Background: an optimization exercise with open tools, aiming at small area, a short achievable clock period and few clock cycles per item. Do not read the settings as production practice. At most, simulation tests tie the RTL to the original design; equivalence was not proved. Function not checked in run 1: the RTL went through the layout flow alone. No driver is modelled on the clock port, so clocking that relies on it looks cheaper here than on a real chip.

## flow/design.v (module list and top-level ports; edited modules follow where they fit)
// module square_root32: 912 lines
module square_root32(
		input wire iCLOCK,
		input wire inRESET,
		input wire iDATA_REQ,
		output wire oDATA_BUSY,
		input wire [31:0] iDATA,
		output wire oDATA_VALID,
		input wire iDATA_BUSY,
		output wire [15:0] oDATA
	);
  // ...
==> flow/flow/run.sh <==
#!/bin/bash
# The standard layout (standard.sh, unchanged synthesis and steps), with:
# - a larger setup margin for ORFS's timing repair, so that repair works
#   towards a shorter achieved period;
# - port buffers of the smallest buffer cell (repair upsizes them as needed);
bash standard.sh SETUP_SLACK_MARGIN=11.0 BUFFER_PORTS_ARGS='-buffer_cell sky130_fd_sc_hd__buf_1' POST_CTS_TCL="$(pwd)/flow/flatten_clk.tcl" finish > standard.log 2>&1
==> flow/flow/flatten_clk.tcl <==
# Remove the clock tree's intermediate level: the root clock buffer then
# drives the leaf clock buffers directly. Every register keeps the same
# number of buffers (two) between the clock port and its clock pin.
set block [ord::get_db_block]
set root [$block findInst clkbuf_0_iCLOCK]
set rootnet [[$root findITerm X] getNet]
set mids {}
foreach it [$rootnet getITerms] {
  set inst [$it getInst]
  if {$inst eq $root} continue
  if {[string match "clkbuf_leaf_*" [$inst getName]]} continue
  lappend mids $inst
}
foreach inst $mids {
  if {![string match "clkbuf_*" [$inst getName]]} { error "unexpected load [$inst getName] on the root clock net" }
  set onet [[$inst findITerm X] getNet]
  set loads {}
  foreach it [$onet getITerms] { if {[$it getInst] ne $inst} { lappend loads $it } }
  set dummies {}
  foreach it $loads {
    if {[string match "clkload*" [[$it getInst] getName]]} { lappend dummies [$it getInst]; continue }
    if {![string match "clkbuf_leaf_*" [[$it getInst] getName]]} { error "unexpected load [[$it getInst] getName]" }
    $it disconnect
    $it connect $rootnet
  }
  puts "flatten_clk: removed [$inst getName], moved [llength $loads] leaf buffers to [$rootnet getName]"
  foreach d $dummies {
    puts "flatten_clk: removed dummy load [$d getName]"
    odb::dbInst_destroy $d
  }
  odb::dbInst_destroy $inst
  odb::dbNet_destroy $onet
}
==> flow/standard.sh <==
#!/bin/bash
# synth_recipe.tcl (not shown) runs the flow's synth.tcl, then flattens the netlist and writes it again
# the make line also repeats each setting of config.mk as NAME=value (left out here)
make -C /OpenROAD-flow-scripts/flow DESIGN_CONFIG=/design/flow/config.mk WORK_HOME=/design/flow/orfs CLKGATE_MAP_FILE= SYNTH_SCRIPT=/design/flow/synth_recipe.tcl "${@:-finish}"
==> flow/config.mk <==
export PLATFORM = sky130hd
export DESIGN_NAME = square_root32
export DESIGN_NICKNAME = square_root32
export VERILOG_FILES = /design/flow/design.v
export SDC_FILE = /design/flow/constraint.sdc
export NUM_CORES = 4
export LEC_CHECK = 0
export ABC_AREA = 1
export CAP_MARGIN = 20
export CORE_MARGIN = 2
export CORE_UTILIZATION = 68
export CTS_BUF_LIST = sky130_fd_sc_hd__clkbuf_16
export CTS_CLUSTER_DIAMETER = 80
export CTS_CLUSTER_SIZE = 28
export SLEW_MARGIN = 20
==> flow/constraint.sdc <==
create_clock -name core_clock -period 15.0 [get_ports {iCLOCK}]
set_input_delay 3.0000 -clock core_clock [delete_from_list [all_inputs] [get_ports {iCLOCK}]]
set_output_delay 3.0000 -clock core_clock [all_outputs]
set_load 0.01 [all_outputs]
==> metrics.cfg, run 1 <==
[die]
die_h_um = 145.0
initial_core_util = 0.6941

[detailed_routing]
wl_met1_um = 10570
drcViolationCount = 0
avgViaCountPerCell = 5.341
vias = 9667

[sta]
fmax_mhz = 244.8
relSlewSlack = 0.3433
min_period_ns = 4.084

[place]
port_buffers = 53

[status]
status = no timing/DRC/antenna violations

[setup_path]
critical-path-max-stage-delay_ns = 0.42
r2r_cells = 29
cp.buffers_inverters = 2
path_max_fanout = 2
cp-endpoint = oDATA_BUSY
required_ns = 12.00
startpoint = b_skid_valid

[layout]
nonClkBufAreaFrac = 0.03045
largestClassByArea = flip-flops and latches
nMultiInputCombCells = 986
design_area_mm2 = 0.01471
largest_register_ffs = 28
final_common_cell = nand2_1

[synth]
syn_area_per_cell_um2 = 9.221
netlist_top_cells_area = edfxtp_1 48%, nand2_1 11%, fa_1 5.9%
ys_async_sr_fraction = 0.03361
synth_most_common_cell = nand2_1
synth_cell_types = 50

[grt]
grt_pass1_vias = 8878

[clock_network]
cts_tree = done
path_clk_slew_ns = 0.10

==> inputs of run 2 (changes only) <==
--- a/flow/design.v
+++ b/flow/design.v
@@ -902,13 +902,18 @@
 		end else if (!b_skid_valid) begin
 			b_skid_valid <= b_v6;
 		end
 	end
 	always @(posedge iCLOCK) begin
 		if (out_free) b_out_data <= b_skid_valid ? b_skid_data : res;
 		if (!b_skid_valid) b_skid_data <= res;
 	end
-	assign oDATA_BUSY = b_skid_valid;
+	reg b_busy;
+	always @(posedge iCLOCK or negedge inRESET) begin
+		if (!inRESET) b_busy <= 1'b0;
+		else b_busy <= !out_free && (b_busy || b_v6);
+	end
+	assign oDATA_BUSY = b_busy;
 	assign oDATA_VALID = b_out_valid;
 	assign oDATA = b_out_data;
 endmodule
 `default_nettype wire
==> flow/flow/run.sh (replaced) <==
#!/bin/bash
# The standard layout (standard.sh, unchanged synthesis and steps), with:
# - a larger setup margin for ORFS's timing repair, so that repair works
#   towards a shorter achieved period;
# - port buffers of the smallest buffer cell (repair upsizes them as needed);
bash standard.sh SETUP_SLACK_MARGIN=11.05 BUFFER_PORTS_ARGS='-buffer_cell sky130_fd_sc_hd__buf_1' POST_CTS_TCL="$(pwd)/flow/flatten_clk.tcl" finish > standard.log 2>&1
==> metrics.cfg, run 2 <==
[die]
initial_core_util = 0.6983  ; was 0.6941
die_area_mm2 = 0.02127  ; was 0.02101 mm2
core_mm2 = 0.01959  ; was 0.01946 mm2
pin_count = 54  ; unchanged
die_w_um = 145.8  ; was 145.0 um
die_h_um = 145.8  ; was 145.0 um
num_rows = 51  ; unchanged

[sta]
fmax_mhz = 251.0  ; was 244.8 MHz
period_share = 0.2656  ; was 0.2723
grt_setup_unrepaired = true  ; unchanged
finClkSkew_ns = 0.01078  ; was 0.01660 ns
final.setup.worst_slack_ns = 11.02  ; was 10.92 ns
fin_setup_tns_ns = 0  ; unchanged
tightest_slew_ns = 0.9356  ; was 0.9851 ns
setup_viol = 0  ; unchanged
relSlewSlack = 0.3763  ; was 0.3433
min_period_ns = 3.983  ; was 4.084 ns
drv_slew = 0  ; unchanged
hold_viol = 0  ; unchanged

[grt]
antenna_found_initial = 0  ; unchanged
grt_pass1_wl_um = 41990  ; was 40860 um
grt_max_degree = 134  ; was 152
grt_pass1_vias = 9310  ; was 8878
met2_usage = 0.4472  ; was 0.4326
grtUsageMet1 = 0.2877  ; was 0.2946
grtUsageMet3 = 0.03918  ; was 0.04874
grt-ovfl-total = 0  ; unchanged
grtUsageTotal = 0.2454  ; was 0.2410
busiest_layer = met2  ; unchanged

[synth]
synth_top_area_cell = edfxtp_1  ; unchanged
synth_most_common_cell = nand2_1  ; unchanged
synthFlopType = edfxtp_1  ; unchanged
ys_top_cells_by_count = 395 x nand2_1, 215 x inv_1, 214 x edfxtp_1  ; was 408 x nand2_1, 214 x edfxtp_1, 210 x inv_1
ys_async_sr_fraction = 0.03766  ; was 0.03361
netlist_top_cells_area = edfxtp_1 47%, nand2_1 11%, inv_1 5.9%  ; was edfxtp_1 48%, nand2_1 11%, fa_1 5.9%
syn_area_per_cell_um2 = 9.313  ; was 9.221 um2
synth-edff-count = 214  ; unchanged
ys_ff_latch = 239  ; was 238
synth_top_area_frac = 0.4697  ; was 0.4757
synth_cell_types = 55  ; was 50
ys_seq_area_frac = 0.5096  ; was 0.5142
syn-num-nets = 1573  ; was 1569
syn_area_mm2 = 0.01368  ; was 0.01351 mm2
yosys_warnings = 1  ; unchanged
synthCells = 1469  ; was 1465

[detailed_routing]
first_iter_violations = 518  ; was 670
detail-route-antenna-nets = 0  ; unchanged
drcViolationCount = 0  ; unchanged
vias = 9647  ; was 9667
wl_per_cell_um = 13.75  ; was 13.86 um
first_pass_iters = 5  ; unchanged
avgViaCountPerCell = 5.359  ; was 5.341
wirelength_um = 24760  ; was 25090 um

[hold_path]
hold_class = flip-flop to flip-flop  ; unchanged

[status]
status = no timing/DRC/antenna violations  ; unchanged

[setup_path]
cpLargestDelayFamily = flip-flops  ; unchanged
cp-start-kind = flip-flop  ; unchanged
cp.buffers_inverters = 1  ; was 2
critical-path-max-stage-delay_ns = 0.40  ; was 0.42 ns
crit_arrival_ns = 0.98  ; was 1.08 ns
cpMaxStageDelayCell = edfxtp_1  ; was dfrtp_1
required_ns = 12.00  ; about the same
path_max_fanout = 1  ; was 2
critPathCaptureType = primary output  ; unchanged
crit_chain = clkbuf_2  ; was buf_12, buf_6
setup.worst_path.class = flip-flop to primary output  ; unchanged

[layout]
top_register = x2  ; unchanged
antennaDiodeCount = 0  ; unchanged
area_growth_syn_to_layout_pct = 7.179  ; was 8.882%
final_cell_mix = 394 x nand2_1, 215 x inv_1, 214 x edfxtp_1  ; was 401 x nand2_1, 214 x edfxtp_1, 208 x inv_1
largestRegisters = x2 x28, x6 x20  ; unchanged
drive_gt1_frac = 0.08339  ; was 0.08414
final.fill_count = 1392  ; was 1367
multi_input_area_mm2 = 0.005744  ; was 0.005738 mm2
final_common_cell = nand2_1  ; unchanged
fin_nets = 1632  ; was 1643
design_area_mm2 = 0.01466  ; was 0.01471 mm2
ff_latch_area_mm2 = 0.006972  ; was 0.006947 mm2
largest_register_ffs = 28  ; unchanged
final_util = 0.7485  ; was 0.7558

[place]
postPlaceCellArea_mm2 = 0.01411  ; was 0.01397 mm2
port_buffers = 53  ; unchanged
gp_routability_congestion = 0.8596  ; was 0.8696
place_hpwl_um = 18490  ; was 18030 um
place_ws_ns = 10.89  ; was 10.85 ns

[flow_run]
cap_violations = 0  ; unchanged

[clock_network]
worstSkewPairLatency_ns = 0.44  ; was 0.42 ns
path_clk_slew_ns = 0.10  ; about the same
clock_sinks = 239  ; was 238
cts_tree = done  ; unchanged

==> run 2: cell count changes in the layout (fill, tap and decap cells not counted), moves of 4 or more <==
cell / delta
o21ai_0: -13
o21ai_1: +11
buf_4: -10
clkbuf_2: +10
buf_1: -9
inv_1: +7
nand2_1: -7
nand4_1: +7
nor2_1: -6
a21oi_2: +4
nand3_1: +4
o21ai_2: +4
or2_2: -4
==> run 2: area by class of cell <==
class                      count  share of cell area
sequential                   239              0.4755
multi-input combinational    980              0.3918
inverter                     232             0.06076
tap                          265             0.02261
clock buffer                  13             0.02219
timing repair buffer          62             0.01920
clock inverter                 9            0.008021
==> run 2: worst paths after layout <==
| check | slack [ns] | from | to | cells past startpoint |
|---|---|---|---|---|
| worst max register to register | 11.35 | qn12[11] | r14[11] | 19 |
| max in group asynchronous | 12.22 | inRESET | b_busy | 1 |
| worst max-delay path | 11.02 | b_out_data[3] | oDATA[3] | 1 |
| worst min-delay path | 0.42 | x6[7] | x8[7] | 0 |
| worst min register to register | 0.42 | x6[7] | x8[7] | 0 |
| min in group asynchronous | 2.47 | inRESET | b_v5 | 1 |
==> run 2: routing by layer <==
layer,vias up,routed length [um],share of wire
met2,195,12960,0.52
met4,0,763,0.031
li1,4907,-,-
met5,-,0,0
met1,4488,10130,0.41
met3,57,898,0.036
==> run 2: worst register-to-register path, stage by stage, from the launching register on <==
cell	delay, ns
edfxtp_1	0.51
nor2_1	0.23
nor3_1	0.09
nor3b_2	0.67
nand2_8	0.23
ha_1	0.25
nor2_1	0.11
nor2_1	0.05
nand2_1	0.06
nand2_1	0.09
inv_1	0.07
nand2_1	0.05
nand3_1	0.13
inv_1	0.09
nor2_1	0.09
nor2_1	0.06
fa_1	0.37
xor2_1	0.17
nand2_1	0.06
o21ai_0	0.07
==> run 2: kinds of logic after synthesis <==
group / after synthesis / synth area share
xor+xnor: 64 / 0.04097
mux: 2 / 0.001463
simple gates: 628 / 0.2019
buf+inv: 250 / 0.07344
compound gates: 218 / 0.08844
flops: 239 / 0.5096
fa+ha+maj: 68 / 0.08414
==> run 2: stage by stage <==
stage,instances,hold WS (ns)
global placement,1771,0.4001
detailed placement,1771,0.4045
floorplan,1469,0.4003
finish,1800,0.4207
global route,1800,0.4265
Testbench counts of run 2, summed over its fixed seeds: cycles 12,056, items 12,000.
==> inputs of run 3 (changes only) <==
==> flow/flow/run.sh (replaced) <==
#!/bin/bash
# The standard layout (standard.sh, unchanged synthesis and steps), with:
# - a larger setup margin for ORFS's timing repair, so that repair works
#   towards a shorter achieved period;
# - port buffers of the smallest buffer cell (repair upsizes them as needed);
bash standard.sh SETUP_SLACK_MARGIN=10.9 BUFFER_PORTS_ARGS='-buffer_cell sky130_fd_sc_hd__buf_1' POST_CTS_TCL="$(pwd)/flow/flatten_clk.tcl" finish > standard.log 2>&1
==> metrics.cfg, run 3 <==
[status]
status = no timing/DRC/antenna violations  ; unchanged

[setup_path]
required_ns = 12.00  ; about the same
cpMaxStageDelayCell = edfxtp_1  ; unchanged
path_max_fanout = 1  ; unchanged
r2r_start = x14[2]  ; was qn12[11]
crit_chain = buf_1  ; was clkbuf_2
cp-endpoint = oDATA[3]  ; unchanged
cp.buffers_inverters = 1  ; unchanged
crit_cells = 1  ; unchanged
r2r_setup_slack_ns = 11.25  ; was 11.35 ns
cp-start-kind = flip-flop  ; unchanged
critPathCaptureType = primary output  ; unchanged
r2r_cells = 20  ; was 19
cpLargestDelayFamily = flip-flops  ; unchanged
r2r-end = b_out_data[0]  ; was r14[11]
setup.worst_path.class = flip-flop to primary output  ; unchanged
crit_arrival_ns = 0.99  ; was 0.98 ns
startpoint = b_out_data[3]  ; unchanged
critical-path-max-stage-delay_ns = 0.41  ; was 0.40 ns

[synth]
synth_top_area_frac = 0.4697  ; unchanged
synth_most_common_cell = nand2_1  ; unchanged
yosys_warnings = 1  ; unchanged
syn_area_per_cell_um2 = 9.313  ; unchanged
synth_top_area_cell = edfxtp_1  ; unchanged
synth-edff-count = 214  ; unchanged
synthCells = 1469  ; unchanged
syn-num-nets = 1573  ; unchanged
ys_async_sr_fraction = 0.03766  ; unchanged
ys_ff_latch = 239  ; unchanged
synth_cell_types = 55  ; unchanged
synthFlopType = edfxtp_1  ; unchanged
ys_seq_area_frac = 0.5096  ; unchanged
syn_area_mm2 = 0.01368  ; unchanged
netlist_top_cells_area = edfxtp_1 47%, nand2_1 11%, inv_1 5.9%  ; unchanged
ys_top_cells_by_count = 395 x nand2_1, 215 x inv_1, 214 x edfxtp_1  ; unchanged

[detailed_routing]
detail-route-antenna-nets = 0  ; unchanged
drcViolationCount = 0  ; unchanged
first_iter_violations = 510  ; was 518
wl_per_cell_um = 13.66  ; was 13.75 um
avgViaCountPerCell = 5.342  ; was 5.359
wirelength_um = 24490  ; was 24760 um
vias = 9578  ; was 9647
first_pass_iters = 5  ; unchanged

[layout]
final_common_cell = nand2_1  ; unchanged
final_cell_mix = 395 x nand2_1, 215 x inv_1, 214 x edfxtp_1  ; was 394 x nand2_1, 215 x inv_1, 214 x edfxtp_1
final.fill_count = 1409  ; was 1392
top_register = x2  ; unchanged
antennaDiodeCount = 0  ; unchanged
largest_register_ffs = 28  ; unchanged
fin_nets = 1625  ; was 1632
largestRegisters = x2 x28, x6 x20  ; unchanged
drive_gt1_frac = 0.06937  ; was 0.08339
area_growth_syn_to_layout_pct = 6.393  ; was 7.179%
finalNonFillerCells = 1793  ; was 1800
design_area_mm2 = 0.01456  ; was 0.01466 mm2

[die]
die_h_um = 145.8  ; unchanged
die_area_mm2 = 0.02127  ; unchanged
pin_count = 54  ; unchanged
num_rows = 51  ; unchanged
core_mm2 = 0.01959  ; unchanged
die_w_um = 145.8  ; unchanged
initial_core_util = 0.6983  ; unchanged

[grt]
grt_max_degree = 134  ; unchanged
grt_pass1_wl_um = 41950  ; was 41990 um
antenna_found_initial = 0  ; unchanged
grt-ovfl-total = 0  ; unchanged
grtUsageTotal = 0.2452  ; was 0.2454
grt_pass1_vias = 9300  ; was 9310

[place]
postPlaceCellArea_mm2 = 0.01411  ; unchanged
dp.cells = 1771  ; unchanged
place_hpwl_um = 18490  ; unchanged
port_buffers = 53  ; unchanged
gp_routability_congestion = 0.8596  ; unchanged

[sta]
hold_viol = 0  ; unchanged
grt_setup_unrepaired = false  ; was true
relSlewSlack = 0.3847  ; was 0.3763
fmax_mhz = 250.4  ; was 251.0 MHz
min_period_ns = 3.993  ; was 3.983 ns
finClkSkew_ns = 0.009363  ; was 0.01078 ns
setup_viol = 0  ; unchanged
drv_slew = 0  ; unchanged
tightest_slew_ns = 0.9230  ; was 0.9356 ns
period_share = 0.2662  ; was 0.2656
fin_setup_tns_ns = 0  ; unchanged

[flow_run]
cap_violations = 0  ; unchanged

[hold_path]
hold_class = flip-flop to flip-flop  ; unchanged

[clock_network]
path_clk_slew_ns = 0.10  ; about the same
worstSkewPairLatency_ns = 0.44  ; about the same
cts_tree = done  ; unchanged
clock_sinks = 239  ; unchanged

## run 3: cell counts after synthesis
Identical to the previous run, type by type.
## run 3: how the worst min path moves through the flow
stage / from / slack [ns] / depth (start not counted) / end
floorplan: x8[0] / 0.40 / 0 / x10[0]
global placement: x2[3] / 0.40 / 0 / x6[3]
detailed placement: x10[4] / 0.40 / 0 / x12[4]
global route: x6[5] / 0.43 / 0 / x8[5]
finish: x2[13] / 0.42 / 0 / x6[13]
## run 3: metrics by stage
| stage | hold slack (ns) | worst slack, ns | util |
|---|---|---|---|
| floorplan | 0.4003 | 11.13 | - |
| global placement | 0.4001 | 10.94 | 0.7203 |
| detailed placement | 0.4045 | 10.89 | 0.7203 |
| global route | 0.4265 | 10.91 | 0.7430 |
| finish | 0.4216 | 11.01 | 0.7430 |
## run 3: final cells by class
class / instances / area [um2] / share of cell area
sequential: 239 / 6972 / 0.4790
multi-input combinational: 980 / 5707 / 0.3921
inverter: 232 / 888.4 / 0.06103
tap: 265 / 331.6 / 0.02278
clock buffer: 13 / 325.3 / 0.02235
timing repair buffer: 55 / 214.0 / 0.01470
clock inverter: 9 / 117.6 / 0.008080
## run 3: cell families (layout without fill, tap and decap cells)
kind of cell             Yosys count  count (layout)  synth area share
flip-flops                       239             239            0.5096
buffers and inverters            250             309           0.07344
AND/OR/NAND/NOR                  628             628            0.2019
XOR/XNOR                          64              64           0.04097
AO/OA/AOI/OAI                    218             218           0.08844
adder cells (fa/ha/maj)           68              68           0.08414
multiplexers                       2               2          0.001463
## run 3: per-layer routing
metal  GRT usage  wire length [um]
met1      0.2875             10080
met2      0.4467             12960
met3     0.03918               734
met4      0.1049               714
met5           0                 0
==> inputs of run 4 (changes only) <==
--- a/flow/config.mk
+++ b/flow/config.mk
@@ -10,3 +10,3 @@
 export CORE_MARGIN = 2
-export CORE_UTILIZATION = 68
+export CORE_UTILIZATION = 80
 export CTS_BUF_LIST = sky130_fd_sc_hd__clkbuf_16
==> metrics.cfg, run 4 <==
[sta]
setup_viol = 0  ; unchanged
whs_ns = 0.4268  ; was 0.4216 ns
min_period_ns = 3.940  ; was 3.993 ns
period_share = 0.2627  ; was 0.2662
fin_setup_tns_ns = 0  ; unchanged
relSlewSlack = 0.4646  ; was 0.3847
hold_viol = 0  ; unchanged
finClkSkew_ns = 0.01587  ; was 0.009363 ns
fmax_mhz = 253.8  ; was 250.4 MHz
drv_slew = 0  ; unchanged
tightest_slew_ns = 0.8012  ; was 0.9230 ns
grt_setup_unrepaired = false  ; unchanged
final.setup.worst_slack_ns = 11.06  ; was 11.01 ns

[synth]
ys_top_cells_by_count = 395 x nand2_1, 215 x inv_1, 214 x edfxtp_1  ; unchanged
synth_top_area_cell = edfxtp_1  ; unchanged
synthFlopType = edfxtp_1  ; unchanged
synth_cell_types = 55  ; unchanged
synthCells = 1469  ; unchanged
ys_seq_area_frac = 0.5096  ; unchanged
netlist_top_cells_area = edfxtp_1 47%, nand2_1 11%, inv_1 5.9%  ; unchanged
syn_area_mm2 = 0.01368  ; unchanged
syn-num-nets = 1573  ; unchanged
ys_ff_latch = 239  ; unchanged
synth_most_common_cell = nand2_1  ; unchanged
syn_area_per_cell_um2 = 9.313  ; unchanged
synth_top_area_frac = 0.4697  ; unchanged
yosys_warnings = 1  ; unchanged
ys_async_sr_fraction = 0.03766  ; unchanged
synth-edff-count = 214  ; unchanged

[hold_path]
hold_class = flip-flop to flip-flop  ; unchanged
hp-start = x6[10]  ; was x2[13]

[clock_network]
path_clk_slew_ns = 0.11  ; was 0.10 ns
clock_sinks = 239  ; unchanged
cts_tree = done  ; unchanged
worstSkewPairLatency_ns = 0.42  ; was 0.44 ns

[detailed_routing]
detail-route-antenna-nets = 0  ; unchanged
avgViaCountPerCell = 5.758  ; was 5.342
drcViolationCount = 0  ; unchanged
vias = 10040  ; was 9578
first_pass_iters = 5  ; unchanged
wirelength_um = 26430  ; was 24490 um
first_iter_violations = 923  ; was 510
wl_per_cell_um = 15.16  ; was 13.66 um

[setup_path]
r2r_start = x8[14]  ; was x14[2]
critical-path-max-stage-delay_ns = 0.40  ; was 0.41 ns
cp.buffers_inverters = 1  ; unchanged
startpoint = b_out_valid  ; was b_out_data[3]
required_ns = 12.00  ; about the same
cpMaxStageDelayCell = dfrtp_1  ; was edfxtp_1
crit_arrival_ns = 0.94  ; was 0.99 ns
cpLargestDelayFamily = flip-flops  ; unchanged
setup.worst_path.class = flip-flop to primary output  ; unchanged
cp-start-kind = flip-flop  ; unchanged
path_max_fanout = 2  ; was 1
critPathCaptureType = primary output  ; unchanged
crit_chain = buf_1  ; unchanged

[layout]
drive_gt1_frac = 0.06632  ; was 0.06937
finalNonFillerCells = 1743  ; was 1793
final_cell_mix = 393 x nand2_1, 218 x inv_1, 214 x edfxtp_1  ; was 395 x nand2_1, 215 x inv_1, 214 x edfxtp_1
area_growth_syn_to_layout_pct = 5.195  ; was 6.393%
final_common_cell = nand2_1  ; unchanged
fin_nets = 1624  ; was 1625
top_register = x2  ; unchanged
antennaDiodeCount = 0  ; unchanged
largestRegisters = x2 x28, x6 x20  ; unchanged
largest_register_ffs = 28  ; unchanged

[grt]
grt_pass1_vias = 9884  ; was 9300
grt_max_degree = 117  ; was 134
grt-ovfl-total = 0  ; unchanged
grtUsageTotal = 0.3026  ; was 0.2452
grt_pass1_wl_um = 43020  ; was 41950 um
antenna_found_initial = 0  ; unchanged

[die]
pin_count = 54  ; unchanged
core_mm2 = 0.01664  ; was 0.01959 mm2
initial_core_util = 0.8220  ; was 0.6983
die_h_um = 134.8  ; was 145.8 um
die_area_mm2 = 0.01816  ; was 0.02127 mm2
num_rows = 47  ; was 51
die_w_um = 134.8  ; was 145.8 um

[place]
place_ws_ns = 10.89  ; about the same
place_hpwl_um = 19040  ; was 18490 um
gp_routability_congestion = 0.9084  ; was 0.8596
port_buffers = 53  ; unchanged
dp.cells = 1727  ; was 1771

[flow_run]
cap_violations = 0  ; unchanged

[status]
status = no timing/DRC/antenna violations  ; unchanged

==> run 4: cell counts after synthesis <==
No cell type changed its count.
==> run 4: cell type report <==
type / instances / area (um2)
sequential: 239 / 6972
clock inverter: 5 / 23.77
inverter: 232 / 888.4
fill: 887 / 2251
timing repair buffer: 57 / 249.0
multi-input combinational: 980 / 5733
clock buffer: 10 / 250.2
tap: 220 / 275.3
==> run 4: metrics by stage <==
step | instance area (um2) | utilization
after global placement | 14060 | 0.8449
final | 14390 | 0.8647
after floorplan | 13680 | -
after global routing | 14390 | 0.8647
after detailed placement | 14060 | 0.8449
==> run 4: cells by family after synthesis <==
kind of cell / count (synthesis) / synth area share
simple gates: 628 / 0.2019
buf+inv: 250 / 0.07344
flops: 239 / 0.5096
compound gates: 218 / 0.08844
fa+ha+maj: 68 / 0.08414
xor+xnor: 64 / 0.04097
mux: 2 / 0.001463
==> run 4: final timing paths <==
kind	to	slack, ns	cells after the start
worst max-delay path	oDATA_VALID	11.06	1
max in group asynchronous	b_out_valid	12.16	1
worst max register to register	r10[9]	11.07	21
worst min-delay path	x8[10]	0.43	0
min in group asynchronous	b_v4	2.51	1
worst min register to register	x8[10]	0.43	0
==> run 4: metal layers <==
layer,track usage,routed length (um)
met5,0,0
met4,0.1556,1223
met3,0.05556,1168
met2,0.5821,14600
met1,0.3099,9437
==> inputs of run 5 (changes only) <==
--- a/flow/config.mk
+++ b/flow/config.mk
@@ -10,3 +10,3 @@
 export CORE_MARGIN = 2
-export CORE_UTILIZATION = 80
+export CORE_UTILIZATION = 74
 export CTS_BUF_LIST = sky130_fd_sc_hd__clkbuf_16
==> metrics.cfg, run 5 <==
[status]
status = no timing/DRC/antenna violations  ; unchanged

[synth]
synth_cell_types = 55  ; unchanged
synth_top_area_cell = edfxtp_1  ; unchanged
synth_most_common_cell = nand2_1  ; unchanged
syn_area_mm2 = 0.01368  ; unchanged
synth_top_area_frac = 0.4697  ; unchanged
ys_async_sr_fraction = 0.03766  ; unchanged
syn_area_per_cell_um2 = 9.313  ; unchanged
synth-edff-count = 214  ; unchanged
synthFlopType = edfxtp_1  ; unchanged
synthCells = 1469  ; unchanged
netlist_top_cells_area = edfxtp_1 47%, nand2_1 11%, inv_1 5.9%  ; unchanged
syn-num-nets = 1573  ; unchanged
ys_top_cells_by_count = 395 x nand2_1, 215 x inv_1, 214 x edfxtp_1  ; unchanged
yosys_warnings = 1  ; unchanged
ys_seq_area_frac = 0.5096  ; unchanged
ys_ff_latch = 239  ; unchanged

[die]
die_w_um = 140.0  ; was 134.8 um
initial_core_util = 0.7590  ; was 0.8220
num_rows = 49  ; was 47
pin_count = 54  ; unchanged
die_h_um = 140.0  ; was 134.8 um
core_mm2 = 0.01802  ; was 0.01664 mm2
die_area_mm2 = 0.01959  ; was 0.01816 mm2

[place]
place_ws_ns = 10.96  ; was 10.89 ns
postPlaceCellArea_mm2 = 0.01406  ; about the same
gp_routability_congestion = 0.8390  ; was 0.9084
place_hpwl_um = 18240  ; was 19040 um
port_buffers = 53  ; unchanged
dp.cells = 1734  ; was 1727

[sta]
hold_viol = 0  ; unchanged
grt_setup_unrepaired = false  ; unchanged
tightest_slew_ns = 0.9993  ; was 0.8012 ns
relSlewSlack = 0.3338  ; was 0.4646
fin_setup_tns_ns = 0  ; unchanged
setup_viol = 0  ; unchanged
final.setup.worst_slack_ns = 11.04  ; was 11.06 ns
min_period_ns = 3.960  ; was 3.940 ns
fmax_mhz = 252.5  ; was 253.8 MHz
drv_slew = 0  ; unchanged
finClkSkew_ns = 0.02291  ; was 0.01587 ns
period_share = 0.2640  ; was 0.2627

[detailed_routing]
top_layer = met4  ; unchanged
wirelength_um = 24320  ; was 26430 um
vias = 9592  ; was 10.04k
avgViaCountPerCell = 5.475  ; was 5.758
dr_wl_met2_um = 13330  ; was 14600 um
drcViolationCount = 0  ; unchanged
wl_per_cell_um = 13.88  ; was 15.16 um
first_pass_iters = 5  ; unchanged
met3_length_um = 805  ; was 1168 um
wl_met1_um = 9358  ; was 9437 um
first_iter_violations = 673  ; was 923
detail-route-antenna-nets = 0  ; unchanged

[setup_path]
crit_cells = 1  ; unchanged
cpLargestDelayFamily = flip-flops  ; unchanged
path_max_fanout = 2  ; unchanged
crit_chain = buf_1  ; unchanged
cp-start-kind = flip-flop  ; unchanged
cpMaxStageDelayCell = dfrtp_1  ; unchanged
r2r_setup_slack_ns = 11.23  ; was 11.07 ns
crit_arrival_ns = 0.96  ; was 0.94 ns
setup.worst_path.class = flip-flop to primary output  ; unchanged
required_ns = 12.00  ; about the same
r2r_cells = 23  ; was 21
cp.buffers_inverters = 1  ; unchanged
r2r-end = r12[7]  ; was r10[9]
critPathCaptureType = primary output  ; unchanged
critical-path-max-stage-delay_ns = 0.37  ; was 0.40 ns
r2r_start = x10[10]  ; was x8[14]

[grt]
grtUsageTotal = 0.2606  ; was 0.3026
grt-ovfl-total = 0  ; unchanged
grt_pass1_wl_um = 40860  ; was 43020 um
grt_pass1_vias = 9360  ; was 9884
grt_max_degree = 124  ; was 117
antenna_found_initial = 0  ; unchanged

[layout]
top_register = x2  ; unchanged
antennaDiodeCount = 0  ; unchanged
design_area_mm2 = 0.01441  ; was 0.01439 mm2
final_common_cell = nand2_1  ; unchanged
drive_gt1_frac = 0.06632  ; unchanged
final_cell_mix = 395 x nand2_1, 218 x inv_1, 214 x edfxtp_1  ; was 393 x nand2_1, 218 x inv_1, 214 x edfxtp_1
fin_nets = 1623  ; was 1624
largest_register_ffs = 28  ; unchanged
area_growth_syn_to_layout_pct = 5.359  ; was 5.195%
final_util = 0.7997  ; was 0.8647
finalNonFillerCells = 1752  ; was 1743
largestRegisters = x2 x28, x6 x20  ; unchanged

[hold_path]
hp-start = x8[6]  ; was x6[10]
whs_endpoint = x10[6]  ; was x8[10]
hold_class = flip-flop to flip-flop  ; unchanged
whs_path_depth = 0  ; unchanged

[clock_network]
worstSkewPairLatency_ns = 0.43  ; was 0.42 ns
cts_tree = done  ; unchanged
clock_sinks = 239  ; unchanged
path_clk_slew_ns = 0.10  ; was 0.11 ns

[flow_run]
cap_violations = 0  ; unchanged

run 5: changes by cell type in the layout (fill, tap and decap cells not counted), sizes merged:
cell    previous run  this run
buf               57        55
clkbuf            10        11
clkinv             0         1
run 5: cells by family after synthesis:
kind of cell | Yosys count | share of synthesized area
buffers and inverters | 250 | 0.07344
flip-flops | 239 | 0.5096
multiplexers | 2 | 0.001463
adder cells (fa/ha/maj) | 68 | 0.08414
AND/OR/NAND/NOR | 628 | 0.2019
XOR/XNOR | 64 | 0.04097
AO/OA/AOI/OAI | 218 | 0.08844
run 5: per-layer routing:
metal,track usage,vias up
li1,-,4890
met1,0.2800,4439
met2,0.4963,207
met3,0.05402,56
met4,0.1079,0
met5,0,-
run 5: final cells by class:
type                       count  area, um2
sequential                   239       6973
multi-input combinational    980       5720
fill                        1165       3611
inverter                     232      888.4
tap                          229      286.5
clock buffer                  11      275.3
timing repair buffer          55      214.0
clock inverter                 6      56.30
run 5: worst max path at each step:
stage,start,endpoint,slack [ns]
after floorplan,iDATA[28],r2[0],11.13
after global placement,iDATA_BUSY,b_out_data[2],10.98
after detailed placement,iDATA[28],r2[0],10.96
after global routing,x10[10],r12[7],10.91
final,b_out_valid,oDATA_VALID,11.04
run 5: stage by stage:
step / hold WS (ns)
after floorplan: 0.4003
after global placement: 0.4005
after detailed placement: 0.4045
after global routing: 0.4284
final: 0.4208
==> inputs of run 6 (changes only) <==
--- a/flow/config.mk
+++ b/flow/config.mk
@@ -14,2 +14,3 @@
 export CTS_CLUSTER_SIZE = 28
+export GPL_ROUTABILITY_DRIVEN = 0
 export SLEW_MARGIN = 20
==> metrics.cfg, run 6 <==
[synth]
synthCells = 1469  ; unchanged
ys_async_sr_fraction = 0.03766  ; unchanged
ys_seq_area_frac = 0.5096  ; unchanged
synthFlopType = edfxtp_1  ; unchanged
ys_top_cells_by_count = 395 x nand2_1, 215 x inv_1, 214 x edfxtp_1  ; unchanged
synth-edff-count = 214  ; unchanged
synth_top_area_frac = 0.4697  ; unchanged
syn_area_mm2 = 0.01368  ; unchanged
syn-num-nets = 1573  ; unchanged
synth_top_area_cell = edfxtp_1  ; unchanged
netlist_top_cells_area = edfxtp_1 47%, nand2_1 11%, inv_1 5.9%  ; unchanged
syn_area_per_cell_um2 = 9.313  ; unchanged
ys_ff_latch = 239  ; unchanged
synth_cell_types = 55  ; unchanged
synth_most_common_cell = nand2_1  ; unchanged
yosys_warnings = 1  ; unchanged

[layout]
final_cell_mix = 395 x nand2_1, 218 x inv_1, 214 x edfxtp_1  ; unchanged
multi_input_area_mm2 = 0.005720  ; unchanged
drive_gt1_frac = 0.06632  ; unchanged
largest_register_ffs = 28  ; unchanged
final.fill_count = 1165  ; unchanged
ff_latch_area_mm2 = 0.006973  ; unchanged
area_growth_syn_to_layout_pct = 5.359  ; unchanged
final_util = 0.7997  ; unchanged
finalNonFillerCells = 1752  ; unchanged
largestRegisters = x2 x28, x6 x20  ; unchanged
final_common_cell = nand2_1  ; unchanged
fin_nets = 1623  ; unchanged
antennaDiodeCount = 0  ; unchanged
top_register = x2  ; unchanged

[die]
pin_count = 54  ; unchanged
die_w_um = 140.0  ; unchanged
core_mm2 = 0.01802  ; unchanged
die_h_um = 140.0  ; unchanged
die_area_mm2 = 0.01959  ; unchanged
initial_core_util = 0.7590  ; unchanged
num_rows = 49  ; unchanged

[sta]
setup_viol = 0  ; unchanged
hold_viol = 0  ; unchanged
whs_ns = 0.4208  ; unchanged
grt_setup_unrepaired = false  ; unchanged
fmax_mhz = 252.5  ; unchanged
min_period_ns = 3.960  ; unchanged
relSlewSlack = 0.3338  ; unchanged
period_share = 0.2640  ; unchanged
fin_setup_tns_ns = 0  ; unchanged
drv_slew = 0  ; unchanged
tightest_slew_ns = 0.9993  ; unchanged
finClkSkew_ns = 0.02291  ; unchanged

[detailed_routing]
avgViaCountPerCell = 5.475  ; unchanged
first_iter_violations = 673  ; unchanged
vias = 9592  ; unchanged
wirelength_um = 24320  ; unchanged
wl_per_cell_um = 13.88  ; unchanged
drcViolationCount = 0  ; unchanged
first_pass_iters = 5  ; unchanged
detail-route-antenna-nets = 0  ; unchanged

[clock_network]
path_clk_slew_ns = 0.10  ; about the same
clock_sinks = 239  ; unchanged
worstSkewPairLatency_ns = 0.43  ; about the same
cts_tree = done  ; unchanged

[setup_path]
cp-start-kind = flip-flop  ; unchanged
required_ns = 12.00  ; about the same
path_max_fanout = 2  ; unchanged
cpLargestDelayFamily = flip-flops  ; unchanged
crit_chain = buf_1  ; unchanged
setup.worst_path.class = flip-flop to primary output  ; unchanged
crit_arrival_ns = 0.96  ; about the same
cpMaxStageDelayCell = dfrtp_1  ; unchanged
critical-path-max-stage-delay_ns = 0.37  ; about the same
critPathCaptureType = primary output  ; unchanged
cp.buffers_inverters = 1  ; unchanged

[grt]
grt_pass1_wl_um = 40860  ; unchanged
grtUsageTotal = 0.2606  ; unchanged
grt-ovfl-total = 0  ; unchanged
antenna_found_initial = 0  ; unchanged
grt_pass1_vias = 9360  ; unchanged
grt_max_degree = 124  ; unchanged

[place]
port_buffers = 53  ; unchanged
dp.cells = 1734  ; unchanged
place_hpwl_um = 18240  ; unchanged

[hold_path]
hold_class = flip-flop to flip-flop  ; unchanged

[status]
status = no timing/DRC/antenna violations  ; unchanged

[flow_run]
cap_violations = 0  ; unchanged

run 6: logic make-up (layout without fill, tap and decap cells):
logic type,count (synthesis),in the layout,share of synthesized area
xor gates and xnor gates,64,64,0.04097
AOI/OAI and AO/OA,218,218,0.08844
muxes,2,2,0.001463
and+or+nand+nor,628,628,0.2019
DFF,239,239,0.5096
adders and majority gates,68,68,0.08414
buffers and inverters,250,304,0.07344
run 6: worst paths after layout:
path	start	endpoint	cells past startpoint	slack, ns
min	x8[6]	x10[6]	0	0.42
max	b_out_valid	oDATA_VALID	1	11.04
min in group asynchronous	inRESET	b_v4	1	2.50
max reg2reg	x10[10]	r12[7]	23	11.23
min reg2reg	x8[6]	x10[6]	0	0.42
max in group asynchronous	inRESET	b_skid_valid	1	12.13
run 6: cell type report:
cell class,count,share of cell area
clock buffers,11,0.01910
clock inverters,6,0.003906
flip-flops and latches,239,0.4838
repair buffers,55,0.01484
well taps,229,0.01988
multi-input cells,980,0.3969
inverters,232,0.06163
run 6: stage by stage:
| stage | cell area, um2 | setup WS [ns] |
|---|---|---|
| floorplan | 13680 | 11.13 |
| detailed placement | 14060 | 10.96 |
| finish | 14410 | 11.04 |
| global placement | 14060 | 10.98 |
| global route | 14410 | 10.91 |
run 6: layer usage:
metal,GRT usage,wire length (um),vias to the layer above
met2,0.4963,13330,207
met3,0.05402,805,56
met4,0.1079,827,0
met5,0,0,-
li1,-,-,4890
met1,0.2800,9358,4439
==> inputs of run 7 (changes only) <==
--- a/flow/config.mk
+++ b/flow/config.mk
@@ -12,5 +12,4 @@
 export CTS_BUF_LIST = sky130_fd_sc_hd__clkbuf_16
-export CTS_CLUSTER_DIAMETER = 80
-export CTS_CLUSTER_SIZE = 28
-export GPL_ROUTABILITY_DRIVEN = 0
+export CTS_CLUSTER_DIAMETER = 70
+export CTS_CLUSTER_SIZE = 32
 export SLEW_MARGIN = 20
==> metrics.cfg, run 7 <==
[setup_path]
critPathCaptureType = primary output  ; unchanged
critical-path-max-stage-delay_ns = 0.37  ; about the same
cpMaxStageDelayCell = dfrtp_1  ; unchanged
path_max_fanout = 2  ; unchanged
crit_cells = 1  ; unchanged
cpLargestDelayFamily = flip-flops  ; unchanged
cp.buffers_inverters = 1  ; unchanged
required_ns = 12.00  ; about the same
cp-start-kind = flip-flop  ; unchanged
setup.worst_path.class = flip-flop to primary output  ; unchanged
r2r_cells = 23  ; unchanged
crit_arrival_ns = 0.97  ; was 0.96 ns
crit_chain = buf_1  ; unchanged

[synth]
synthFlopType = edfxtp_1  ; unchanged
syn_area_mm2 = 0.01368  ; unchanged
synth_most_common_cell = nand2_1  ; unchanged
syn_area_per_cell_um2 = 9.313  ; unchanged
ys_ff_latch = 239  ; unchanged
synth_top_area_frac = 0.4697  ; unchanged
synth_top_area_cell = edfxtp_1  ; unchanged
netlist_top_cells_area = edfxtp_1 47%, nand2_1 11%, inv_1 5.9%  ; unchanged
synthCells = 1469  ; unchanged
ys_async_sr_fraction = 0.03766  ; unchanged
syn-num-nets = 1573  ; unchanged
synth-edff-count = 214  ; unchanged
ys_top_cells_by_count = 395 x nand2_1, 215 x inv_1, 214 x edfxtp_1  ; unchanged
yosys_warnings = 1  ; unchanged
synth_cell_types = 55  ; unchanged
ys_seq_area_frac = 0.5096  ; unchanged

[sta]
fin_setup_tns_ns = 0  ; unchanged
drv_slew = 0  ; unchanged
tightest_slew_ns = 1.005  ; was 0.9993 ns
min_period_ns = 3.965  ; was 3.960 ns
setup_viol = 0  ; unchanged
whs_ns = 0.4240  ; was 0.4208 ns
grt_setup_unrepaired = false  ; unchanged
final.setup.worst_slack_ns = 11.03  ; was 11.04 ns
hold_viol = 0  ; unchanged
relSlewSlack = 0.3303  ; was 0.3338
fmax_mhz = 252.2  ; was 252.5 MHz
finClkSkew_ns = 0.01336  ; was 0.02291 ns
period_share = 0.2643  ; was 0.2640

[grt]
grtUsageMet1 = 0.2810  ; was 0.2800
busiest_layer = met2  ; unchanged
grt-ovfl-total = 0  ; unchanged
met2_usage = 0.4922  ; was 0.4963
grtUsageTotal = 0.2593  ; was 0.2606
grt_max_degree = 124  ; unchanged
grt_pass1_wl_um = 40880  ; was 40860 um
antenna_found_initial = 0  ; unchanged
grtUsageMet3 = 0.04205  ; was 0.05402
grt_pass1_vias = 9410  ; was 9360

[die]
pin_count = 54  ; unchanged
die_area_mm2 = 0.01959  ; unchanged
die_h_um = 140.0  ; unchanged
core_mm2 = 0.01802  ; unchanged
die_w_um = 140.0  ; unchanged
num_rows = 49  ; unchanged
initial_core_util = 0.7590  ; unchanged

[hold_path]
hold_class = flip-flop to flip-flop  ; unchanged
whs_path_depth = 0  ; unchanged

[layout]
top_register = x2  ; unchanged
antennaDiodeCount = 0  ; unchanged
largestRegisters = x2 x28, x6 x20  ; unchanged
final_common_cell = nand2_1  ; unchanged
finalNonFillerCells = 1756  ; was 1752
final_cell_mix = 394 x nand2_1, 216 x inv_1, 214 x edfxtp_1  ; was 395 x nand2_1, 218 x inv_1, 214 x edfxtp_1
area_growth_syn_to_layout_pct = 6.046  ; was 5.359%
largest_register_ffs = 28  ; unchanged
drive_gt1_frac = 0.07073  ; was 0.06632
fin_nets = 1624  ; was 1623
final.fill_count = 1162  ; was 1165

[status]
status = no timing/DRC/antenna violations  ; unchanged

[detailed_routing]
avgViaCountPerCell = 5.472  ; was 5.475
wl_per_cell_um = 13.64  ; was 13.88 um
first_pass_iters = 6  ; was 5
drcViolationCount = 0  ; unchanged
detail-route-antenna-nets = 0  ; unchanged
vias = 9609  ; was 9592
wirelength_um = 23950  ; was 24320 um
first_iter_violations = 588  ; was 673

[place]
dp.cells = 1734  ; unchanged
port_buffers = 53  ; unchanged
place_ws_ns = 10.96  ; unchanged
place_hpwl_um = 18240  ; unchanged
gp_routability_congestion = 0.8390

[clock_network]
path_clk_slew_ns = 0.10  ; about the same
cts_tree = done  ; unchanged
worstSkewPairLatency_ns = 0.44  ; was 0.43 ns
clock_sinks = 239  ; unchanged

[flow_run]
cap_violations = 0  ; unchanged

-- run 7: cell counts after synthesis --
No cell type changed its count.
-- run 7: per-layer routing --
| layer | vias up | part of all wire |
|---|---|---|
| li1 | 4896 | - |
| met1 | 4458 | 0.38 |
| met2 | 198 | 0.55 |
| met3 | 57 | 0.029 |
| met4 | 0 | 0.038 |
| met5 | - | 0 |
-- run 7: path summary, 6_finish.rpt --
path	startpoint	to	slack, ns
worst min register to register	x2[13]	x6[13]	0.42
min in group asynchronous	inRESET	b_v4	2.50
max in group asynchronous	inRESET	b_skid_valid	12.13
worst max-delay path	b_out_valid	oDATA_VALID	11.03
worst min-delay path	x2[13]	x6[13]	0.42
worst max register to register	x10[10]	r12[7]	11.30
-- run 7: kinds of logic after synthesis --
group / synth area share
AOI/OAI and AO/OA: 0.08844
xor gates and xnor gates: 0.04097
adders and majority gates: 0.08414
buffers and inverters: 0.07344
DFF: 0.5096
muxes: 0.001463
and+or+nand+nor: 0.2019
-- run 7: cell type report --
cell class                 instances  area (um2)  share of cell area
sequential                       239        6973              0.4806
clock buffer                      12       300.3             0.02070
timing repair buffer              55       214.0             0.01475
tap                              229       286.5             0.01975
clock inverter                     9       117.6            0.008107
multi-input combinational        980        5728              0.3948
inverter                         232       888.4             0.06123
-- run 7: stage by stage --
stage / utilization / cell area (um2)
final: 0.8049 / 14510
after global routing: 0.8049 / 14510
after detailed placement: 0.7799 / 14060
after global placement: 0.7799 / 14060
after floorplan: - / 13680
==> inputs of run 8 (changes only) <==
==> flow/flow/run.sh (replaced) <==
#!/bin/bash
# The standard layout (standard.sh, unchanged synthesis and steps), with:
# - a larger setup margin for ORFS's timing repair, so that repair works
#   towards a shorter achieved period;
# - port buffers of the smallest buffer cell (repair upsizes them as needed);
bash standard.sh SETUP_SLACK_MARGIN=10.7 BUFFER_PORTS_ARGS='-buffer_cell sky130_fd_sc_hd__buf_1' POST_CTS_TCL="$(pwd)/flow/flatten_clk.tcl" finish > standard.log 2>&1
--- a/flow/config.mk
+++ b/flow/config.mk
@@ -12,4 +12,4 @@
 export CTS_BUF_LIST = sky130_fd_sc_hd__clkbuf_16
-export CTS_CLUSTER_DIAMETER = 70
-export CTS_CLUSTER_SIZE = 32
+export CTS_CLUSTER_DIAMETER = 80
+export CTS_CLUSTER_SIZE = 28
 export SLEW_MARGIN = 20
==> metrics.cfg, run 8 <==
[clock_network]
path_clk_slew_ns = 0.10  ; about the same
clock_sinks = 239  ; unchanged
cts_tree = done  ; unchanged
worstSkewPairLatency_ns = 0.42  ; was 0.44 ns

[synth]
synth_top_area_frac = 0.4697  ; unchanged
synth-edff-count = 214  ; unchanged
synth_cell_types = 55  ; unchanged
ys_async_sr_fraction = 0.03766  ; unchanged
ys_seq_area_frac = 0.5096  ; unchanged
synthCells = 1469  ; unchanged
syn_area_per_cell_um2 = 9.313  ; unchanged
syn_area_mm2 = 0.01368  ; unchanged
yosys_warnings = 1  ; unchanged
ys_ff_latch = 239  ; unchanged
syn-num-nets = 1573  ; unchanged
synth_most_common_cell = nand2_1  ; unchanged
netlist_top_cells_area = edfxtp_1 47%, nand2_1 11%, inv_1 5.9%  ; unchanged
ys_top_cells_by_count = 395 x nand2_1, 215 x inv_1, 214 x edfxtp_1  ; unchanged
synthFlopType = edfxtp_1  ; unchanged
synth_top_area_cell = edfxtp_1  ; unchanged

[layout]
top_register = x2  ; unchanged
antennaDiodeCount = 0  ; unchanged
final_common_cell = nand2_1  ; unchanged
fin_nets = 1622  ; was 1624
area_growth_syn_to_layout_pct = 5.204  ; was 6.046%
final_util = 0.7985  ; was 0.8049
finalNonFillerCells = 1751  ; was 1756
multi_input_area_mm2 = 0.005707  ; was 0.005728 mm2
final_cell_mix = 395 x nand2_1, 218 x inv_1, 214 x edfxtp_1  ; was 394 x nand2_1, 216 x inv_1, 214 x edfxtp_1
ff_latch_area_mm2 = 0.006973  ; unchanged
largestRegisters = x2 x28, x6 x20  ; unchanged
drive_gt1_frac = 0.06505  ; was 0.07073
largest_register_ffs = 28  ; unchanged
final.fill_count = 1165  ; was 1162

[setup_path]
required_ns = 12.00  ; about the same
cp.buffers_inverters = 1  ; unchanged
r2r_cells = 21  ; was 23
r2r_start = x8[14]  ; was x10[10]
r2r_setup_slack_ns = 11.11  ; was 11.30 ns
cpMaxStageDelayCell = dfrtp_1  ; unchanged
path_max_fanout = 2  ; unchanged
critical-path-max-stage-delay_ns = 0.37  ; about the same
setup.worst_path.class = flip-flop to primary output  ; unchanged
r2r-end = r10[9]  ; was r12[7]
crit_chain = buf_1  ; unchanged
critPathCaptureType = primary output  ; unchanged
cpLargestDelayFamily = flip-flops  ; unchanged
crit_arrival_ns = 0.96  ; was 0.97 ns
crit_cells = 1  ; unchanged
cp-start-kind = flip-flop  ; unchanged

[detailed_routing]
detail-route-antenna-nets = 0  ; unchanged
first_iter_violations = 664  ; was 588
first_pass_iters = 5  ; was 6
wl_per_cell_um = 13.80  ; was 13.64 um
drcViolationCount = 0  ; unchanged
avgViaCountPerCell = 5.475  ; was 5.472
vias = 9587  ; was 9609
wirelength_um = 24160  ; was 23950 um

[hold_path]
whs_endpoint = x10[6]  ; was x6[13]
hold_class = flip-flop to flip-flop  ; unchanged
hp-start = x8[6]  ; was x2[13]
whs_path_depth = 0  ; unchanged

[sta]
tightest_slew_ns = 0.9939  ; was 1.005 ns
period_share = 0.2637  ; was 0.2643
min_period_ns = 3.956  ; was 3.965 ns
hold_viol = 0  ; unchanged
drv_slew = 0  ; unchanged
fmax_mhz = 252.8  ; was 252.2 MHz
fin_setup_tns_ns = 0  ; unchanged
setup_viol = 0  ; unchanged
relSlewSlack = 0.3374  ; was 0.3303
finClkSkew_ns = 0.02242  ; was 0.01336 ns
grt_setup_unrepaired = false  ; unchanged

[grt]
grt_max_degree = 124  ; unchanged
grt-ovfl-total = 0  ; unchanged
antenna_found_initial = 0  ; unchanged
grtUsageTotal = 0.2606  ; was 0.2593
grt_pass1_wl_um = 40860  ; was 40880 um
grt_pass1_vias = 9360  ; was 9410

[place]
dp.cells = 1734  ; unchanged
gp_routability_congestion = 0.8390  ; unchanged
place_hpwl_um = 18240  ; unchanged
port_buffers = 53  ; unchanged

[die]
pin_count = 54  ; unchanged
initial_core_util = 0.7590  ; unchanged
num_rows = 49  ; unchanged
die_h_um = 140.0  ; unchanged
die_w_um = 140.0  ; unchanged
core_mm2 = 0.01802  ; unchanged
die_area_mm2 = 0.01959  ; unchanged

[flow_run]
cap_violations = 0  ; unchanged

[status]
status = no timing/DRC/antenna violations  ; unchanged

run 8: cell families after synthesis:
family,Yosys count,synth area share
compound gates,218,0.08844
xor+xnor,64,0.04097
fa+ha+maj,68,0.08414
buf+inv,250,0.07344
flops,239,0.5096
mux,2,0.001463
simple gates,628,0.2019
run 8: metal layers:
layer	global-route usage	wire length (um)	up-vias
met5	0	0	-
met4	0.1079	847	0
met3	0.05402	798	60
met2	0.4963	13300	198
met1	0.2800	9218	4444
li1	-	-	4885
run 8: how the worst max path moves through the flow:
stage                start            end  slack, ns
6_report       b_out_valid    oDATA_VALID      11.04
5_1_grt             x14[2]  b_out_data[0]      10.84
3_5_place_dp     iDATA[28]          r2[0]      10.96
3_3_place_gp    iDATA_BUSY  b_out_data[2]      10.98
2_1_floorplan    iDATA[28]          r2[0]      11.13
run 8: area by class of cell:
class,instances,area share
clock buffers,11,0.01913
flip-flops and latches,239,0.4845
repair buffers,54,0.01434
multi-input cells,980,0.3965
well taps,229,0.01991
inverters,232,0.06172
clock inverters,6,0.003912
run 8: stage by stage:
step	worst slack (ns)	area [um2]	hold slack [ns]
floorplan	11.13	13680	0.4003
global placement	10.98	14060	0.4005
detailed placement	10.96	14060	0.4045
global route	10.84	14390	0.4284
finish	11.04	14390	0.4215
==> inputs of run 9 (changes only) <==
==> flow/flow/run.sh (replaced) <==
#!/bin/bash
# The standard layout (standard.sh, unchanged synthesis and steps), with:
# - a larger setup margin for ORFS's timing repair, so that repair works
#   towards a shorter achieved period;
# - port buffers of the smallest buffer cell (repair upsizes them as needed);
bash standard.sh SETUP_SLACK_MARGIN=10.5 BUFFER_PORTS_ARGS='-buffer_cell sky130_fd_sc_hd__buf_1' POST_CTS_TCL="$(pwd)/flow/flatten_clk.tcl" finish > standard.log 2>&1
==> metrics.cfg, run 9 <==
[die]
die_w_um = 140.0  ; unchanged
pin_count = 54  ; unchanged
die_area_mm2 = 0.01959  ; unchanged
die_h_um = 140.0  ; unchanged
num_rows = 49  ; unchanged
core_mm2 = 0.01802  ; unchanged
initial_core_util = 0.7590  ; unchanged

[synth]
synth-edff-count = 214  ; unchanged
syn_area_mm2 = 0.01368  ; unchanged
netlist_top_cells_area = edfxtp_1 47%, nand2_1 11%, inv_1 5.9%  ; unchanged
syn-num-nets = 1573  ; unchanged
synth_adder_area_share = 0.08414  ; unchanged
synthCells = 1469  ; unchanged
synth_most_common_cell = nand2_1  ; unchanged
synthMuxAreaShare = 0.001463  ; unchanged
ys_seq_area_frac = 0.5096  ; unchanged
synth-compound-area-share = 0.08844  ; unchanged
synth_top_family_by_area = simple AND/OR/NAND/NOR gates  ; unchanged
syn_area_per_cell_um2 = 9.313  ; unchanged
synth_cell_types = 55  ; unchanged
synth_top_area_cell = edfxtp_1  ; unchanged
yosys_warnings = 1  ; unchanged
synthFlopType = edfxtp_1  ; unchanged
ys_ff_latch = 239  ; unchanged
ys_top_cells_by_count = 395 x nand2_1, 215 x inv_1, 214 x edfxtp_1  ; unchanged
ys_async_sr_fraction = 0.03766  ; unchanged
synth_top_area_frac = 0.4697  ; unchanged
synth_xor_area_frac = 0.04097  ; unchanged
yosys.area_share.simple = 0.2019  ; unchanged

[detailed_routing]
detail-route-antenna-nets = 0  ; unchanged
first_iter_violations = 674  ; was 664
first_pass_iters = 5  ; unchanged
wirelength_um = 24240  ; was 24160 um
avgViaCountPerCell = 5.480  ; was 5.475
drcViolationCount = 0  ; unchanged
wl_per_cell_um = 13.84  ; was 13.80 um
vias = 9596  ; was 9587

[clock_network]
clock_sinks = 239  ; unchanged
worstSkewPairLatency_ns = 0.42  ; about the same
cts_tree = done  ; unchanged
path_clk_slew_ns = 0.11  ; was 0.10 ns

[setup_path]
cpLargestDelayFamily = flip-flops  ; unchanged
cpMaxStageDelayCell = edfxtp_1  ; was dfrtp_1
crit_chain = buf_1  ; unchanged
path_max_fanout = 1  ; was 2
cp.buffers_inverters = 1  ; unchanged
setup.worst_path.class = flip-flop to primary output  ; unchanged
cp-start-kind = flip-flop  ; unchanged
required_ns = 12.00  ; about the same
critPathCaptureType = primary output  ; unchanged
crit_arrival_ns = 0.96  ; about the same
critical-path-max-stage-delay_ns = 0.39  ; was 0.37 ns

[grt]
grt_pass1_vias = 9360  ; unchanged
grt_pass1_wl_um = 40860  ; unchanged
grt-ovfl-total = 0  ; unchanged
grt_max_degree = 124  ; unchanged
antenna_found_initial = 0  ; unchanged
grtUsageTotal = 0.2606  ; unchanged

[sta]
tightest_slew_ns = 1.006  ; was 0.9939 ns
fmax_mhz = 252.8  ; about the same
hold_viol = 0  ; unchanged
fin_setup_tns_ns = 0  ; unchanged
setup_viol = 0  ; unchanged
relSlewSlack = 0.3293  ; was 0.3374
period_share = 0.2637  ; about the same
min_period_ns = 3.956  ; about the same
finClkSkew_ns = 0.02267  ; was 0.02242 ns
grt_setup_unrepaired = false  ; unchanged
drv_slew = 0  ; unchanged

[layout]
largest_register_ffs = 28  ; unchanged
largestRegisters = x2 x28, x6 x20  ; unchanged
final_cell_mix = 395 x nand2_1, 218 x inv_1, 214 x edfxtp_1  ; unchanged
top_register = x2  ; unchanged
drive_gt1_frac = 0.06439  ; was 0.06505
area_growth_syn_to_layout_pct = 5.186  ; was 5.204%
final_common_cell = nand2_1  ; unchanged
antennaDiodeCount = 0  ; unchanged
fin_nets = 1622  ; unchanged
final_util = 0.7983  ; was 0.7985

[status]
status = no timing/DRC/antenna violations  ; unchanged

[flow_run]
cap_violations = 0  ; unchanged

[place]
place_hpwl_um = 18240  ; unchanged
port_buffers = 53  ; unchanged
gp_routability_congestion = 0.8390  ; unchanged

[hold_path]
hold_class = flip-flop to flip-flop  ; unchanged

run 9: area by class of cell:
cell class / instances / area (um2)
Fill cell: 1166 / 3635
Timing Repair Buffer: 54 / 206.4
Inverter: 232 / 888.4
Multi-Input combinational cell: 980 / 5704
Clock inverter: 6 / 56.30
Sequential cell: 239 / 6973
Clock buffer: 11 / 275.3
Tap cell: 229 / 286.5
run 9: worst paths after layout:
path | slack (ns) | from | cells past startpoint | endpoint
max in group asynchronous | 12.12 | inRESET | 1 | b_skid_valid
worst max register to register | 11.10 | x8[14] | 21 | r10[9]
worst max-delay path | 11.04 | b_out_data[4] | 1 | oDATA[4]
worst min register to register | 0.42 | x12[2] | 0 | x14[2]
worst min-delay path | 0.42 | x12[2] | 0 | x14[2]
min in group asynchronous | 2.51 | inRESET | 1 | b_v4
run 9: per-layer routing:
metal,wire (um),GRT usage,vias up,part of all wire
met5,0,0,-,0
met4,836,0.1079,0,0.034
met3,765,0.05402,57,0.032
met2,13340,0.4963,225,0.55
met1,9300,0.2800,4431,0.38
li1,-,-,4883,-
run 9: cells by family (layout without fill, tap and decap cells):
kind of cell | Yosys count | after routing
DFF | 239 | 239
muxes | 2 | 2
AOI/OAI and AO/OA | 218 | 218
adders and majority gates | 68 | 68
buffers and inverters | 250 | 303
and+or+nand+nor | 628 | 628
xor gates and xnor gates | 64 | 64
run 9: through the flow:
| step | instances | hold WS, ns | worst slack, ns | instance area [um2] |
|---|---|---|---|---|
| floorplan | 1469 | 0.4003 | 11.13 | 13680 |
| global placement | 1734 | 0.4005 | 10.98 | 14060 |
| detailed placement | 1734 | 0.4045 | 10.96 | 14060 |
| global route | 1751 | 0.4284 | 10.69 | 14390 |
| finish | 1751 | 0.4235 | 11.04 | 14390 |

-- re-timing with driven ports --
Ports are ideal in the flow. The routed layouts listed here were re-timed in OpenROAD. Step 1 sets driving cells, clkbuf_16 on the clock port and buf_2 on the other inputs (assumed; they add their load-dependent delay and slew). Step 2 moves the port delays by t, midway between the first and last clock arrival at a register: inputs arrive t later, outputs are due t later. That takes back most of the time a late clock gives input paths. Three values: ideal ports, drivers, drivers and shift; two values: the first two.
run	t, ns	setup WS [ns]	hold slack, ns	worst data-port slew with drivers (ns)
run 1	0.455	10.916 / 10.872 / 10.903	0.428 / 0.428 / 0.428	0.05
run 2	0.481	11.017 / 10.970 / 10.926	0.421 / 0.421 / 0.421	0.04
run 3	0.485	11.007 / 10.960 / 10.934	0.422 / 0.422 / 0.422	0.04
run 4	0.454	11.060 / 11.016 / 10.879	0.427 / 0.427 / 0.427	0.04
run 5	0.459	11.039 / 10.998 / 10.883	0.421 / 0.421 / 0.421	0.04
run 6	0.459	11.039 / 10.998 / 10.883	0.421 / 0.421 / 0.421	0.04
run 7	0.471	11.035 / 10.993 / 10.959	0.424 / 0.424 / 0.424	0.04
run 8	0.455	11.044 / 11.002 / 10.878	0.421 / 0.421 / 0.421	0.04
run 9	0.458	11.044 / 11.002 / 10.876	0.424 / 0.424 / 0.424	0.04
After both steps setup and hold are still met in every run listed. The setup slack of run 4, which loses most, moves by -0.044 ns with the drivers and by -0.181 ns with both steps.
